Background: an optimization exercise with open tools, aiming at small area. Do not read the settings as production practice.
The RTL was checked by simulation tests, not by an equivalence proof against the original design.
The flow treats the clock pin as an ideal source, which a real chip does not have.
Power is estimated from default activity; no workload was simulated.

// DFM
module DFM(Sys_CLK, Sys_RST, D8, Uart_Tx);
input Sys_CLK, Sys_RST, D8;
output Uart_Tx;
function [19:0] inc20;
  input [19:0] t;
  input ci, clr;
  integer i;
  reg c;
  begin
    c = ci;
    for (i = 0; i < 20; i = i + 1) begin
      inc20[i] = ~clr & (t[i] ^ c);
      c = c & t[i];
    end
  end
endfunction
integer j;
reg [1:0] q;
reg [7:0] v;
reg [5:0] sl;
reg armed;          
wire tick = ~q[1] & q[0];
wire z = (sl == 6'd47);      
wire sl_end = sl_last & (v == 8'd44);
reg [7:0] v_n;
reg [5:0] sl_n;
reg rc;
always @(*) begin
  rc = tick;
  for (j = 0; j < 8; j = j + 1) begin
    v_n[j] = v[j] ^ rc;
    rc = rc & v[j];
  end
  v_n[0] = v_n[0] | rc;       
  rc = tick & (v == 8'd12);
  for (j = 0; j < 6; j = j + 1) begin
    sl_n[j] = sl[j] ^ rc;
    rc = rc & sl[j];
  end
end
always @(posedge Sys_CLK or negedge Sys_RST)
  if (!Sys_RST) begin
    q <= 2'd0; v <= 8'd43; sl <= 6'd47; armed <= 1'b0;
  end else begin
    q <= {q[1] ^ q[0], ~q[0]};
    if (tick & sl_end) begin
      v <= 8'd13;
      sl <= 6'd14;
    end else begin
      v <= v_n;
      sl <= sl_n;
    end
    if (tick & sl_end & ~z) armed <= 1'b1;
  end
reg d_buf, d_buf1;
wire d_rise = d_buf & ~d_buf1;
reg [7:0] pc;       
reg pg;             
reg rg;             
reg rg_d;           
reg gb_x;           
reg [19:0] t_x, t_h, t_l;    
reg [19:0] num_x, c_h, c_l;  
wire pc_end = pc[7] & ~pc[6] & ~pc[5] & (pc[3:0] == 4'd0);
wire [7:0] pc_n = {pc[6:5], pc[4] & ~pc_end, pc[3:0], ~(pc[7] ^ pc[6] ^ pc[5])};
always @(posedge Sys_CLK) begin
  d_buf <= D8; d_buf1 <= d_buf;
  rg_d <= rg;
end
always @(posedge Sys_CLK or negedge Sys_RST)
  if (!Sys_RST) begin
    pc <= 8'h00; pg <= 1'b0;
    rg <= 1'b0; gb_x <= 1'b0;
  end else begin
    pc <= pc_n;
    if (pc_end) pg <= ~pg;
    if (d_rise) begin
      rg <= pg;
      gb_x <= rg;
    end
  end
always @(posedge Sys_CLK) begin
  t_x <= inc20(t_x, d_rise & rg, ~rg & (d_rise | ~gb_x));
  if ((d_rise & gb_x & ~rg) | z) num_x <= t_x;
  t_h <= inc20(t_h, rg & d_buf1, ~rg);
  t_l <= inc20(t_l, rg & ~d_buf1, ~rg);
  if ((rg_d & ~rg) | z) begin
    c_h <= t_h;
    c_l <= t_l;
  end
end
reg c8, c16, cc;
integer k;
always @(*) begin
  cc = 1'b0;
  c8 = 1'b0;
  for (k = 0; k < 16; k = k + 1) begin
    cc = (c_h[k] & c_l[k]) | (cc & (c_h[k] | c_l[k]));
    if (k == 7) c8 = cc;
  end
  c16 = cc;
end
wire sl_last = (sl == 6'd46) | (sl == 6'd47);
  ...
For scale: roughly 560 cells after synthesis, ~4 I/O pins.
==> flow/config.mk <==
export PLATFORM = sky130hd
export DESIGN_NAME = DFM
export DESIGN_NICKNAME = DFM
export VERILOG_FILES = /design/flow/design.v
export SDC_FILE = /design/flow/constraint.sdc
export NUM_CORES = 4
export LEC_CHECK = 0
export ABC_AREA = 1
export CAP_MARGIN = 20
export CORE_MARGIN = 2
export CORE_UTILIZATION = 40
export SLEW_MARGIN = 20
==> flow/constraint.sdc <==
create_clock -name core_clock -period 10.0 [get_ports {Sys_CLK}]
set_input_delay 2.0000 -clock core_clock [delete_from_list [all_inputs] [get_ports {Sys_CLK}]]
set_output_delay 2.0000 -clock core_clock [all_outputs]
set_load 0.01 [all_outputs]
standard.sh (not shown) runs the stock make flow with config.mk's settings and CLKGATE_MAP_FILE= SYNTH_SCRIPT=/design/flow/synth_recipe.tcl, a recipe that flattens the netlist after the stock synthesis.
==> flow/flow/run.sh <==
#!/bin/bash
# Standard layout, except:
#  * the combinational logic of the standard synthesis is mapped again for
#    area (flow/resynth.tcl); the flip-flops are left exactly as synthesized;
#  * ports are buffered with buf_1 instead of the default buffer cell;
#  * the clock tree uses a clkbuf_8 root and clkbuf_4 leaf buffers, without
#    dummy loads; after it, each leaf buffer is resized to the smallest of
#    clkbuf_2/4/8 that keeps its clock-pin slew low, and logic cells that
#    were sized up are swapped back to the smallest size (flow/clkfix.tcl).
set -e
YOSYS=$FLOW_HOME/../tools/install/yosys/bin/yosys
[ -x "$YOSYS" ] || YOSYS=yosys
export BUFFER_PORTS_ARGS="-buffer_cell sky130_fd_sc_hd__buf_1"
export CTS_ARGS="-sink_clustering_enable -repair_clock_nets -dont_use_dummy_load -root_buf sky130_fd_sc_hd__clkbuf_8 -buf_list sky130_fd_sc_hd__clkbuf_4"
R=orfs/results/sky130hd/DFM/base
bash standard.sh synth > standard_synth.log 2>&1
cp $R/1_2_yosys.v synth_standard.v
$YOSYS -c flow/resynth.tcl > resynth.log 2>&1
rm -f $R/1_synth.odb $R/1_synth.sdc
bash standard.sh cts > standard_cts.log 2>&1
openroad -no_init -exit flow/clkfix.tcl > clkfix.log 2>&1
bash standard.sh > standard_finish.log 2>&1
==> flow/flow/clkfix.tcl <==
# Clock leaf buffers: each gets the smallest of clkbuf_2, clkbuf_4 and
# clkbuf_8 whose estimated clock-pin slew stays under the limit below. Then
# logic cells that synthesis sized up are swapped back to the smallest size.
set limit_ps 115
set res orfs/results/sky130hd/DFM/base
set plat $::env(FLOW_HOME)/platforms/sky130hd
read_db $res/4_cts.odb
read_liberty $plat/lib/sky130_fd_sc_hd__tt_025C_1v80.lib
read_sdc $res/4_cts.sdc
source $plat/setRC.tcl
set_propagated_clock [all_clocks]
estimate_parasitics -placement
set block [ord::get_db_block]
# For each leaf buffer, use the smallest of clkbuf_2, clkbuf_4 and clkbuf_8
# whose estimated clock-pin slew stays under the limit.
set sizes {}
foreach m {sky130_fd_sc_hd__clkbuf_2 sky130_fd_sc_hd__clkbuf_4 sky130_fd_sc_hd__clkbuf_8} {
  lappend sizes [[ord::get_db] findMaster $m]
}
proc leaf_slew {net} {
  set worst 0
  foreach pin [get_pins -of_objects [get_nets [$net getName]] -filter "direction == input"] {
    foreach p {slew_max_rise slew_max_fall} {
      set worst [expr {max($worst, [get_property $pin $p])}]
    }
  }
  return $worst
}
set changed 0
foreach inst [$block getInsts] {
  if {[[$inst getMaster] getName] ne "sky130_fd_sc_hd__clkbuf_4"} { continue }
  set net [[$inst findITerm X] getNet]
  if {$net eq "NULL"} { continue }
  if {![string match "clknet_*" [$net getName]] || [string match "clknet_0_*" [$net getName]]} { continue }
  foreach m $sizes {
    $inst swapMaster $m
    estimate_parasitics -placement
    set worst [leaf_slew $net]
    if {$worst * 1000.0 <= $limit_ps} { break }
  }
  puts "[$inst getName] [$net getName] [[$inst getMaster] getName] worst slew $worst"
  incr changed
}
puts "upsized $changed"
# Synthesis sizes some logic cells up for speed; the clock period leaves
# plenty of slack, so swap them back to the smallest size of the same cell
# and let repair_design fix any slew or capacitance limit this breaks.
set db [ord::get_db]
set down 0
foreach inst [$block getInsts] {
  set name [[$inst getMaster] getName]
  if {[$inst isFixed]} { continue }
  if {![regexp {^(sky130_fd_sc_hd__[a-z0-9]+)_([0-9]+)$} $name -> base size]} { continue }
  if {$size <= 1} { continue }
  if {[regexp {clkbuf|clkinv|^sky130_fd_sc_hd__df|^sky130_fd_sc_hd__edf|^sky130_fd_sc_hd__buf_|tap|fill|decap} $name]} { continue }
  set best ""
  foreach s {0 1} {
    set m [$db findMaster ${base}_$s]
    if {$m ne "NULL"} { set best $m; break }
  }
  if {$best ne "" && [$best getWidth] < [[$inst getMaster] getWidth]} {
    $inst swapMaster $best
    incr down
  }
}
puts "downsized $down"
estimate_parasitics -placement
set_dont_use [get_lib_cells {sky130_fd_sc_hd__probe* sky130_fd_sc_hd__lpflow_*}]
repair_design
puts "setup slack [worst_slack -max] hold slack [worst_slack -min]"
detailed_placement
check_placement
write_db $res/4_cts.odb
Other scripts of this flow, unchanged in this note and not shown: flow/flow/area.abc, flow/flow/resynth.tcl
==> next run, changes <==
--- a/flow/flow/run.sh
+++ b/flow/flow/run.sh
@@ -5,7 +5,7 @@
 #  * ports are buffered with buf_1 instead of the default buffer cell;
 #  * the clock tree uses a clkbuf_8 root and clkbuf_4 leaf buffers, without
-#    dummy loads; after it, each leaf buffer is resized to the smallest of
-#    clkbuf_2/4/8 that keeps its clock-pin slew low, and logic cells that
-#    were sized up are swapped back to the smallest size (flow/clkfix.tcl).
+#    dummy loads; after it, leaf buffers whose clock-pin slew would come out
+#    high are swapped for clkbuf_8, and logic cells that were sized up are
+#    swapped back to the smallest size (flow/clkfix.tcl).
 set -e
 YOSYS=$FLOW_HOME/../tools/install/yosys/bin/yosys
--- a/flow/flow/clkfix.tcl
+++ b/flow/flow/clkfix.tcl
@@ -1,6 +1,5 @@
-# Clock leaf buffers: each gets the smallest of clkbuf_2, clkbuf_4 and
-# clkbuf_8 whose estimated clock-pin slew stays under the limit below. Then
-# logic cells that synthesis sized up are swapped back to the smallest size.
-set limit_ps 115
+# Swap clock leaf buffers (clkbuf_4) for clkbuf_8 where the estimated slew at
+# a flip-flop clock pin they drive is over the limit below.
+set limit_ps 105
 set res orfs/results/sky130hd/DFM/base
 set plat $::env(FLOW_HOME)/platforms/sky130hd
@@ -12,19 +11,5 @@
 estimate_parasitics -placement
 set block [ord::get_db_block]
-# For each leaf buffer, use the smallest of clkbuf_2, clkbuf_4 and clkbuf_8
-# whose estimated clock-pin slew stays under the limit.
-set sizes {}
-foreach m {sky130_fd_sc_hd__clkbuf_2 sky130_fd_sc_hd__clkbuf_4 sky130_fd_sc_hd__clkbuf_8} {
-  lappend sizes [[ord::get_db] findMaster $m]
-}
-proc leaf_slew {net} {
-  set worst 0
-  foreach pin [get_pins -of_objects [get_nets [$net getName]] -filter "direction == input"] {
-    foreach p {slew_max_rise slew_max_fall} {
-      set worst [expr {max($worst, [get_property $pin $p])}]
-    }
-  }
-  return $worst
-}
+set big [[ord::get_db] findMaster sky130_fd_sc_hd__clkbuf_8]
 set changed 0
 foreach inst [$block getInsts] {
@@ -32,13 +17,16 @@
   set net [[$inst findITerm X] getNet]
   if {$net eq "NULL"} { continue }
-  if {![string match "clknet_*" [$net getName]] || [string match "clknet_0_*" [$net getName]]} { continue }
-  foreach m $sizes {
-    $inst swapMaster $m
-    estimate_parasitics -placement
-    set worst [leaf_slew $net]
-    if {$worst * 1000.0 <= $limit_ps} { break }
+  set worst 0
+  foreach pin [get_pins -of_objects [get_nets [$net getName]] -filter "direction == input"] {
+    foreach p {slew_max_rise slew_max_fall} {
+      set s [get_property $pin $p]
+      set worst [expr {max($worst, $s)}]
+    }
   }
-  puts "[$inst getName] [$net getName] [[$inst getMaster] getName] worst slew $worst"
-  incr changed
+  puts "[$inst getName] [$net getName] worst slew $worst"
+  if {$worst * 1000.0 > $limit_ps} {
+    $inst swapMaster $big
+    incr changed
+  }
 }
 puts "upsized $changed"
Settings changed: ABC_AREA 1 to not set.
- combinational power goes up by about 1%
- global-route usage went down by 0.66 points
- power came out higher by about 0.8%
- final area rises by about 1%
- worst hold slack is worse by 0.020 ns
- sequential share of layout area shrinks by 0.60 points
- register-to-register slack improved by 0.95 ns
- clock power increases by about 2%
- synthesized area increases by 1.0%
==> next run, changes <==
--- a/flow/flow/clkfix.tcl
+++ b/flow/flow/clkfix.tcl
@@ -1,5 +1,5 @@
 # Swap clock leaf buffers (clkbuf_4) for clkbuf_8 where the estimated slew at
 # a flip-flop clock pin they drive is over the limit below.
-set limit_ps 105
+set limit_ps 115
 set res orfs/results/sky130hd/DFM/base
 set plat $::env(FLOW_HOME)/platforms/sky130hd
@@ -11,5 +11,19 @@
 estimate_parasitics -placement
 set block [ord::get_db_block]
-set big [[ord::get_db] findMaster sky130_fd_sc_hd__clkbuf_8]
+# For each leaf buffer, use the smallest of clkbuf_2, clkbuf_4 and clkbuf_8
+# whose estimated clock-pin slew stays under the limit.
+set sizes {}
+foreach m {sky130_fd_sc_hd__clkbuf_2 sky130_fd_sc_hd__clkbuf_4 sky130_fd_sc_hd__clkbuf_8} {
+  lappend sizes [[ord::get_db] findMaster $m]
+}
+proc leaf_slew {net} {
+  set worst 0
+  foreach pin [get_pins -of_objects [get_nets [$net getName]] -filter "direction == input"] {
+    foreach p {slew_max_rise slew_max_fall} {
+      set worst [expr {max($worst, [get_property $pin $p])}]
+    }
+  }
+  return $worst
+}
 set changed 0
 foreach inst [$block getInsts] {
@@ -17,16 +31,13 @@
   set net [[$inst findITerm X] getNet]
   if {$net eq "NULL"} { continue }
-  set worst 0
-  foreach pin [get_pins -of_objects [get_nets [$net getName]] -filter "direction == input"] {
-    foreach p {slew_max_rise slew_max_fall} {
-      set s [get_property $pin $p]
-      set worst [expr {max($worst, $s)}]
-    }
+  if {![string match "clknet_*" [$net getName]] || [string match "clknet_0_*" [$net getName]]} { continue }
+  foreach m $sizes {
+    $inst swapMaster $m
+    estimate_parasitics -placement
+    set worst [leaf_slew $net]
+    if {$worst * 1000.0 <= $limit_ps} { break }
   }
-  puts "[$inst getName] [$net getName] worst slew $worst"
-  if {$worst * 1000.0 > $limit_ps} {
-    $inst swapMaster $big
-    incr changed
-  }
+  puts "[$inst getName] [$net getName] [[$inst getMaster] getName] worst slew $worst"
+  incr changed
 }
 puts "upsized $changed"
Settings changed: ABC_AREA set to 1.
What happened:
- flip-flop and latch count stays the same
- wire length increases by about 4%
- worst hold slack improves by 0.020 ns
- global-route usage increases by 0.66 points
- area after synthesis decreases by about 1%
- worst setup slack degrades by 0.95 ns
- total power decreases by about 0.8%
- synthesized cell count increases by about 2.4%
- clock power decreases by about 2%
- sequential share of layout area increases by 0.60 points

-- port drivers added, routing unchanged --
Ports are ideal in the flow. The routed layouts listed here were re-timed in OpenROAD. Step 1, drivers: a clkbuf_16 drives Sys_CLK and a buf_2 each remaining input, both assumed. Step 2, shift: input delay + t, output delay - t, t = (earliest + latest rising clock arrival at the registers) / 2. This alone moves slack from input paths to output paths. Three values: ideal, step 1, step 2; two values: the first two.
| run | shift t [ns] | setup WS [ns] | worst setup path at the end |
|---|---|---|---|
| the first run | 0.450 | 4.384 / 4.384 / 4.384 | register to register |
| the second run | 0.462 | 5.331 / 5.331 / 5.331 | register to register |
| the third run | 0.450 | 4.384 / 4.384 / 4.384 | register to register |
After both steps every run listed still meets setup and hold.
